This is an optimization exercise on Yosys and OpenROAD, whose aim is small area and a short achievable clock period, not a production implementation. At most, simulation tests tie the RTL to the original design; equivalence was not proved.

lagoon:
==> flow/design.v (excerpt) <==
module image_enhance (
    input  logic        clk,
    input  logic        reset,
    input  logic        stall,
    input  logic [80:0] img,
    input  logic [71:0] fil,
    input  logic [8:0]  add_img,
    output logic [29:0] out
);
==> flow/config.mk <==
export PLATFORM = sky130hd
export DESIGN_NAME = image_enhance
export DESIGN_NICKNAME = image_enhance
export VERILOG_FILES = /design/flow/design.v
export SDC_FILE = /design/flow/constraint.sdc
export NUM_CORES = 4
export LEC_CHECK = 0
export CAP_MARGIN = 20
export CORE_MARGIN = 2
export CORE_UTILIZATION = 30
export SLEW_MARGIN = 20
==> flow/constraint.sdc <==
create_clock -name core_clock -period 20.0 [get_ports {clk}]
set_input_delay 4.0000 -clock core_clock [delete_from_list [all_inputs] [get_ports {clk}]]
set_output_delay 4.0000 -clock core_clock [all_outputs]
set_load 0.01 [all_outputs]
standard.sh (not shown) runs the stock make flow with config.mk's settings and CLKGATE_MAP_FILE= SYNTH_SCRIPT=/design/flow/synth_recipe.tcl, a recipe that flattens the netlist after the stock synthesis.
==> flow/flow/run.sh <==
#!/bin/bash
# Layout flow: the standard synthesis, then a netlist pass that removes
# inverters around the full-adder cells (flow/invopt.py: cell polarities chosen so fewer inverters are needed), then the standard
# ORFS flow from floorplan to finish with the settings in flow/settings.txt.
set -euo pipefail
R=orfs/results/sky130hd/image_enhance/base
bash standard.sh synth > synth.log 2>&1
python3 flow/invopt.py $R/1_2_yosys.v $R/1_2_yosys_invopt.v > invopt.log 2>&1
cp $R/1_2_yosys.v $R/1_2_yosys_orig.v
cp $R/1_2_yosys_invopt.v $R/1_2_yosys.v
rm -f $R/1_synth.odb $R/1_synth.sdc
mapfile -t EXTRA < flow/settings.txt
bash standard.sh "${EXTRA[@]}" finish > finish.log 2>&1
==> flow/flow/settings.txt <==
SETUP_SLACK_MARGIN=15.0
BUFFER_PORTS_ARGS=-buffer_cell sky130_fd_sc_hd__buf_1
Other scripts of this flow, unchanged in this note and not shown: flow/flow/invopt.py
lagoon: no failed stages, no open violations at the end
The following lists how harbor was set up differently from lagoon:
- changing CORE_UTILIZATION from 30 to 55
--- outcome ---
Delta (harbor minus lagoon): clock network contribution to total cell area lower.
Status: fmax parity (lagoon, harbor)
[compare] base=lagoon new=harbor: remaining routing DRC violations saw little to no change; number of cells after detailed placement went down by 478; total wirelength of the detailed-routed design lost 12%; setup slack went up by 9.9 ps.
harbor vs lagoon — post-layout utilization of the core rose 28 points.
Between lagoon and harbor, the met3 layer wire length in the routed design is higher for harbor.
Changes in violet relative to harbor:
- GPL_TIMING_DRIVEN now 1, previously not set
- CTS_CLUSTER_SIZE now 30, previously not set
- CTS_CLUSTER_DIAMETER now 80, previously not set
- CORE_UTILIZATION now 70, was 55
--- a/flow/flow/run.sh
+++ b/flow/flow/run.sh
@@ -1,5 +1,13 @@
 #!/bin/bash
-# Layout flow: the standard synthesis, then a netlist pass that removes
-# inverters around the full-adder cells (flow/invopt.py: cell polarities chosen so fewer inverters are needed), then the standard
-# ORFS flow from floorplan to finish with the settings in flow/settings.txt.
+# Layout flow:
+#  1. the standard synthesis (standard.sh synth), unchanged;
+#  2. flow/invopt.py on its netlist: picks the polarity in which each
+#     full adder and 2-input AND/OR/XOR gate works, so that fewer inverters
+#     are needed, and puts each full adder's latest input on its fastest pin
+#     (the logic and the registers are left as they are);
+#  3. the standard ORFS flow from floorplan to finish, with the make settings
+#     in flow/settings.txt, one per line: ports buffered with buf_1, and
+#     timing repair asked for 14.9 ns of setup slack (a 5.1 ns period), at
+#     the design's clock period and constraints.
+# Each step's output goes to its own log file in the work folder.
 set -euo pipefail
==> flow/flow/settings.txt <==
SETUP_SLACK_MARGIN=14.9
BUFFER_PORTS_ARGS=-buffer_cell sky130_fd_sc_hd__buf_1
--- outcome ---
Global-route usage, violet and harbor: lower on harbor
Against harbor, number of vias after detailed routing in violet came out worse.
In the tables for violet and harbor, worst-case setup margin in the final layout reads lower with harbor.
Per the comparison of violet with harbor, number of antenna violations at the first check in global routing rose by 1; remaining global-route overflow stayed essentially flat.
Inputs modified between violet and juniper:
- swapping 70 for 55 in CORE_UTILIZATION
- clearing GPL_TIMING_DRIVEN, which used to be 1
==> flow/flow/run.sh <==
#!/bin/bash
# Layout flow: the standard synthesis, then a netlist pass that removes
# inverters around the full-adder cells (flow/invopt.py: cell polarities chosen so fewer inverters are needed), then the standard
# ORFS flow from floorplan to finish with the settings in flow/settings.txt.
set -euo pipefail
R=orfs/results/sky130hd/image_enhance/base
bash standard.sh synth > synth.log 2>&1
python3 flow/invopt.py $R/1_2_yosys.v $R/1_2_yosys_invopt.v > invopt.log 2>&1
cp $R/1_2_yosys.v $R/1_2_yosys_orig.v
cp $R/1_2_yosys_invopt.v $R/1_2_yosys.v
rm -f $R/1_synth.odb $R/1_synth.sdc
mapfile -t EXTRA < flow/settings.txt
bash standard.sh "${EXTRA[@]}" finish > finish.log 2>&1
==> flow/flow/settings.txt <==
SETUP_SLACK_MARGIN=14.7
BUFFER_PORTS_ARGS=-buffer_cell sky130_fd_sc_hd__buf_1
Results
- Summary of the comparison: number of global-route vias before repair is lower in juniper, relative to violet.
- On worst hold slack, violet tracks juniper almost exactly.
- Comparing juniper and violet, the lower critical path depth was measured on violet.
--- input diff juniper..amber ---
- swapping 55 for 70 in CORE_UTILIZATION
--- a/flow/flow/run.sh
+++ b/flow/flow/run.sh
@@ -1,5 +1,13 @@
 #!/bin/bash
-# Layout flow: the standard synthesis, then a netlist pass that removes
-# inverters around the full-adder cells (flow/invopt.py: cell polarities chosen so fewer inverters are needed), then the standard
-# ORFS flow from floorplan to finish with the settings in flow/settings.txt.
+# Layout flow:
+#  1. the standard synthesis (standard.sh synth), unchanged;
+#  2. flow/invopt.py on its netlist: picks the polarity in which each
+#     full adder and 2-input AND/OR/XOR gate works, so that fewer inverters
+#     are needed, and puts each full adder's latest input on its fastest pin
+#     (the logic and the registers are left as they are);
+#  3. the standard ORFS flow from floorplan to finish, with the make settings
+#     in flow/settings.txt, one per line: ports buffered with buf_1, and
+#     timing repair asked for 14.9 ns of setup slack (a 5.1 ns period), at
+#     the design's clock period and constraints.
+# Each step's output goes to its own log file in the work folder.
 set -euo pipefail
==> flow/flow/settings.txt <==
SETUP_SLACK_MARGIN=14.9
BUFFER_PORTS_ARGS=-buffer_cell sky130_fd_sc_hd__buf_1
Notes after the runs:
- juniper → amber: maximum frequency went up; fill cell instance count of the final layout went down; combined area of the multi-input logic cells did not really move.
- Between amber and juniper, it is amber whose setup slack is higher, by 130 ps.
- Lower cell area reported after detailed placement among amber and juniper: amber
- [compare] base=juniper new=amber: wire length of the first global-routing pass saw a decrease; arrival time of data at the critical path endpoint saw a decrease.
- Going from juniper to amber, the post-layout instance area was found to have gone down by about 0.9%.
- Max clock skew across amber and juniper: juniper
Relative to amber, the following input files were edited for quartz:
- CORE_UTILIZATION changed from 70 to 80
NOTE: global routing usage on met2 in quartz exceeds that of amber. Diff amber -> quartz: average wire length per cell after detail routing now sits higher; die area moved down. Run comparison: amber end of the critical path out[15]; quartz end of the critical path out[27]. Summary — non-clock buffer count, quartz relative to amber: higher, by 3. Going from amber to quartz, fraction of layout cells with a size suffix above 1 shrinks by 0.48 points.

========
## JK
Another version of the RTL of image_enhance (not shown whole).
Size: ~2,400 cells after synthesis, about 270 flip-flops, about 200 I/O pins.
Settings: LEC_CHECK=0, CAP_MARGIN=20, CORE_MARGIN=2, CORE_UTILIZATION=30, SLEW_MARGIN=20; clock period 20.0 ns.
run.sh (not shown) runs the stock make flow with config.mk's settings and CLKGATE_MAP_FILE= SYNTH_SCRIPT=/design/flow/synth_recipe.tcl, a recipe that flattens the netlist after the stock synthesis.
Stock flow here: none of the scripts above is used.
JK was carried through to the last stage, and its layout satisfied the timing, design-rule and antenna checks.
Inputs modified between JK and MS:
-- flow/config.mk --
<<< JK, line 7
export LEC_CHECK = 0
export CAP_MARGIN = 20
export CORE_MARGIN = 2
export CORE_UTILIZATION = 30
export SLEW_MARGIN = 20
>>> MS, line 7
export LEC_CHECK = 0
export CAP_MARGIN = 50
export CORE_MARGIN = 2
export CORE_UTILIZATION = 30
export SLEW_MARGIN = 80
[summary]
MS vs. JK: maximum net fanout on the critical path now sits lower. Summary of MS over JK: global routing usage on met3 decreased by 0.80 points relative to the old numbers, area share of xor/xnor cells in the synthesized design closely matched the old numbers, maximum clock frequency increased by 0.030 GHz relative to the old numbers, global-route usage increased by 0.50 points relative to the old numbers.

========
Another version of the RTL of image_enhance (not shown whole).
Size: roughly 1900 cells after synthesis, roughly 200 I/O pins, roughly 0.025 mm² of cells after synthesis.
export LEC_CHECK = 0
export CAP_MARGIN = 20
export CORE_MARGIN = 2
export CORE_UTILIZATION = 55
export CTS_CLUSTER_DIAMETER = 80
export CTS_CLUSTER_SIZE = 30
export SLEW_MARGIN = 20
create_clock -name core_clock -period 20.0 [get_ports {clk}]
standard.sh (not shown) runs the stock make flow with config.mk's settings and CLKGATE_MAP_FILE= SYNTH_SCRIPT=/design/flow/synth_recipe.tcl, a recipe that flattens the netlist after the stock synthesis.
==> flow/flow/run.sh <==
#!/bin/bash
# Layout flow: the standard synthesis, then a netlist pass that removes
# inverters around the full-adder cells (flow/invopt.py: cell polarities chosen so fewer inverters are needed), then the standard
# ORFS flow from floorplan to finish with the settings in flow/settings.txt.
set -euo pipefail
R=orfs/results/sky130hd/image_enhance/base
bash standard.sh synth > synth.log 2>&1
python3 flow/invopt.py $R/1_2_yosys.v $R/1_2_yosys_invopt.v > invopt.log 2>&1
cp $R/1_2_yosys.v $R/1_2_yosys_orig.v
cp $R/1_2_yosys_invopt.v $R/1_2_yosys.v
rm -f $R/1_synth.odb $R/1_synth.sdc
mapfile -t EXTRA < flow/settings.txt
bash standard.sh "${EXTRA[@]}" finish > finish.log 2>&1
==> flow/flow/settings.txt <==
SETUP_SLACK_MARGIN=14.9
BUFFER_PORTS_ARGS=-buffer_cell sky130_fd_sc_hd__buf_1
Other scripts of this flow, unchanged in this note and not shown: flow/flow/invopt.py
Then changed:
==> flow/flow/settings.txt (replaced) <==
SETUP_SLACK_MARGIN=15.0
BUFFER_PORTS_ARGS=-buffer_cell sky130_fd_sc_hd__buf_1
- CORE_UTILIZATION: 55 -> 30
- CTS_CLUSTER_DIAMETER: 80 -> default
- CTS_CLUSTER_SIZE: 30 -> default
What happened: Non-clock buffer count grows by 171; global-route usage came out lower by 12 points; synthesized area is unchanged; design area goes up by 9.2%; setup slack degrades by 5.9 ps; via count grows by 6.4%; hold slack improved by 8.6 ps; synthesized cell count stays the same.
No functional check of the RTL was part of any run of this note.

========
## old
Another version of the RTL of image_enhance (not shown whole).
Size: about 200 I/O pins, about 26000 um2 of cells after synthesis.
clock: 20.0 ns
lec_check: 0
cap_margin: 20
core_margin: 2
core_utilization: 30
slew_margin: 20
==> flow/flow/run.sh <==
#!/bin/bash
# Layout flow: the standard synthesis, then a netlist pass that removes
# inverters around the full-adder cells (flow/invopt.py), then the standard
# ORFS flow from floorplan to finish with the settings in flow/settings.txt.
set -euo pipefail
R=orfs/results/sky130hd/image_enhance/base
bash standard.sh synth > synth.log 2>&1
python3 flow/invopt.py $R/1_2_yosys.v $R/1_2_yosys_invopt.v > invopt.log 2>&1
cp $R/1_2_yosys.v $R/1_2_yosys_orig.v
cp $R/1_2_yosys_invopt.v $R/1_2_yosys.v
rm -f $R/1_synth.odb $R/1_synth.sdc
mapfile -t EXTRA < flow/settings.txt
bash standard.sh "${EXTRA[@]}" finish > finish.log 2>&1
Other scripts of this flow, unchanged in this note and not shown: flow/flow/invopt.py, flow/flow/settings.txt
For new, these inputs were changed with respect to old:
- CORE_UTILIZATION now 50, was 30
- CTS_BUF_LIST now sky130_fd_sc_hd__clkbuf_8 sky130_fd_sc_hd__clkbuf_4, previously not set
### Flow results
- On register-to-register setup slack: new sits above old.
- Between old and new, the flow reports number of non-clock inverters in the layout decreasing slightly.
- [compare] base=old new=new: sequential share of layout area now sits higher; fmax decreased 0.83%; setup slack of the critical path after layout fell 0.043 ns.
- Total standard cell area after synthesis delta (new -> old): insignificant
- Going from old to new, number of antenna violations at the first check in global routing lower, die footprint fell by 36000 um2, final area decreased by 800 um2 relative to the old numbers.
No functional check of the RTL was part of any run of this note.

========
## purple
image_enhance again, from the RTL that the note above started with.
export LEC_CHECK = 0
export CAP_MARGIN = 20
export CORE_MARGIN = 2
export CORE_UTILIZATION = 30
export CTS_BUF_LIST = sky130_fd_sc_hd__clkbuf_8
export SLEW_MARGIN = 20
create_clock -name core_clock -period 20.0 [get_ports {clk}]
==> flow/flow/run.sh <==
#!/bin/bash
# Layout flow: the standard synthesis, then a netlist pass that removes
# inverters around the full-adder cells (flow/invopt.py: cell polarities chosen so fewer inverters are needed), then the standard
# ORFS flow from floorplan to finish with the settings in flow/settings.txt.
set -euo pipefail
R=orfs/results/sky130hd/image_enhance/base
bash standard.sh synth > synth.log 2>&1
python3 flow/invopt.py $R/1_2_yosys.v $R/1_2_yosys_invopt.v > invopt.log 2>&1
cp $R/1_2_yosys.v $R/1_2_yosys_orig.v
cp $R/1_2_yosys_invopt.v $R/1_2_yosys.v
rm -f $R/1_synth.odb $R/1_synth.sdc
mapfile -t EXTRA < flow/settings.txt
bash standard.sh "${EXTRA[@]}" finish > finish.log 2>&1
Other scripts of this flow, unchanged in this note and not shown: flow/flow/invopt.py, flow/flow/settings.txt
The flow did not stop early for purple: all stages ran, and the layout cleared the timing, design-rule and antenna checks.
For red, these inputs were changed with respect to purple:
- CTS_BUF_LIST: sky130_fd_sc_hd__clkbuf_8 -> unset
Notes after the runs:
- Compared to purple, red shows a wider setup margin.
- Routed length on met1 delta for red relative to purple: 1.8% lower
- met4 as the uppermost layer routed was reported by purple, and met5 by red.
- red vs purple: slew of the pin with the lowest slew margin down in red
- red and purple ended up with nearly the same design area.
- Met3 usage in global routing essentially unchanged between purple and red.
- Sort red and purple by cell count desc -> top: purple
No functional check of the RTL was part of any run of this note.

========
the reference run:
RTL: one of the versions met above, not the one the previous note started from.
For scale: ~2000 cells after synthesis, roughly 200 I/O pins, ~26000 um^2 of cells after synthesis.
clock: 20.0 ns
lec_check: 0
cap_margin: 20
core_margin: 2
core_utilization: 30
slew_margin: 20
==> flow/flow/run.sh <==
#!/bin/bash
# Layout flow: the standard synthesis, then a netlist pass that removes
# inverters around the full-adder cells (flow/invopt.py), then the standard
# ORFS flow from floorplan to finish with the settings in flow/settings.txt.
set -euo pipefail
R=orfs/results/sky130hd/image_enhance/base
bash standard.sh synth > synth.log 2>&1
python3 flow/invopt.py $R/1_2_yosys.v $R/1_2_yosys_invopt.v > invopt.log 2>&1
cp $R/1_2_yosys.v $R/1_2_yosys_orig.v
cp $R/1_2_yosys_invopt.v $R/1_2_yosys.v
rm -f $R/1_synth.odb $R/1_synth.sdc
mapfile -t EXTRA < flow/settings.txt
bash standard.sh "${EXTRA[@]}" finish > finish.log 2>&1
==> flow/flow/settings.txt <==
SETUP_SLACK_MARGIN=14.5
BUFFER_PORTS_ARGS=-buffer_cell sky130_fd_sc_hd__buf_4
Other scripts of this flow, unchanged in this note and not shown: flow/flow/invopt.py
## Diff of input files: the trial run against the reference run
==> flow/flow/settings.txt <==
SETUP_SLACK_MARGIN=15.0
BUFFER_PORTS_ARGS=-buffer_cell sky130_fd_sc_hd__buf_1
Findings:
Share of post-route cells with drive strength above 1 is lower on the trial run
In the trial run, the worst path arrival time came out 4.42 ns below the value in the reference run.
The count of clock-buffer cells in the layout number comes out lower for the reference run vs the trial run.
From the reference run to the trial run, synthesized area did not move at all.
The cell with the largest stage delay on the worst path comes out sky130_fd_sc_hd__dfxtp_4 in one run and sky130_fd_sc_hd__buf_8 in the other, namely in the trial run and the reference run respectively.
The trial run vs. the reference run: first-pass GRT wire length moved up, maximum frequency now larger.
Against the reference run, the trial run reports a layout inverter count without the clock tree that is higher.
[the trial run] share of the core filled with cells rose 0.43 points relative to the reference run

## port drivers added, routing unchanged
How much do the figures lean on ideal ports? The routed layouts below were timed once more, with nothing changed but the port constraints.
Step 1, drivers: a clkbuf_16 drives clk and a buf_2 each remaining input, both assumed.
Step 2 adds t to the input delays and takes it off the output delays; t is the mean of the earliest and latest rising clock arrival at the registers after step 1. Input paths then give back, and output paths get back, about the clock's delay inside the block.
a / b / c = ideal / step 1 / step 2; a / b = the first two.
run | shift t [ns] | setup WS [ns] | worst setup path after step 2 | slew at the worst register clock pin (ns)
lagoon | 0.646 | 14.907 / 14.842 / 14.448 | input to register | 0.07 / 0.07
harbor | 0.633 | 14.917 / 14.857 / 14.541 | input to register | 0.06 / 0.06
violet | 0.589 | 14.928 / 14.870 / 14.467 | input to register | 0.11 / 0.11
juniper | 0.617 | 14.782 / 14.781 / 14.199 | input to register | 0.11 / 0.11
amber | 0.599 | 14.913 / 14.853 / 14.388 | input to register | 0.11 / 0.11
quartz | 0.577 | 14.910 / 14.855 / 14.430 | input to register | 0.12 / 0.12
JK | 0.615 | 13.007 / 13.039 / 12.425 | input to register | 0.06 / 0.06
MS | 0.623 | 14.207 / 14.241 / 13.619 | input to register | 0.06 / 0.06
the first run of note 3 | 0.599 | 14.903 / 14.844 / 14.430 | input to register | 0.11 / 0.11
the second run of note 3 | 0.669 | 14.897 / 14.828 / 14.437 | input to register | 0.06 / 0.06
old | 0.686 | 14.842 / 14.776 / 14.398 | input to register | 0.07 / 0.07
new | 0.702 | 14.798 / 14.738 / 14.366 | input to register | 0.07 / 0.07
purple | 0.706 | 14.814 / 14.755 / 14.314 | input to register | 0.06 / 0.06
red | 0.654 | 14.878 / 14.821 / 14.497 | input to register | 0.07 / 0.07
the reference run | 0.682 | 14.703 / 14.692 / 14.064 | input to register | 0.07 / 0.07
the trial run | 0.685 | 14.847 / 14.783 / 14.404 | input to register | 0.08 / 0.08
After both steps setup and hold are still met in every run listed. The setup slack of the reference run, which loses most, moves by -0.011 ns with the drivers and by -0.639 ns with both steps.
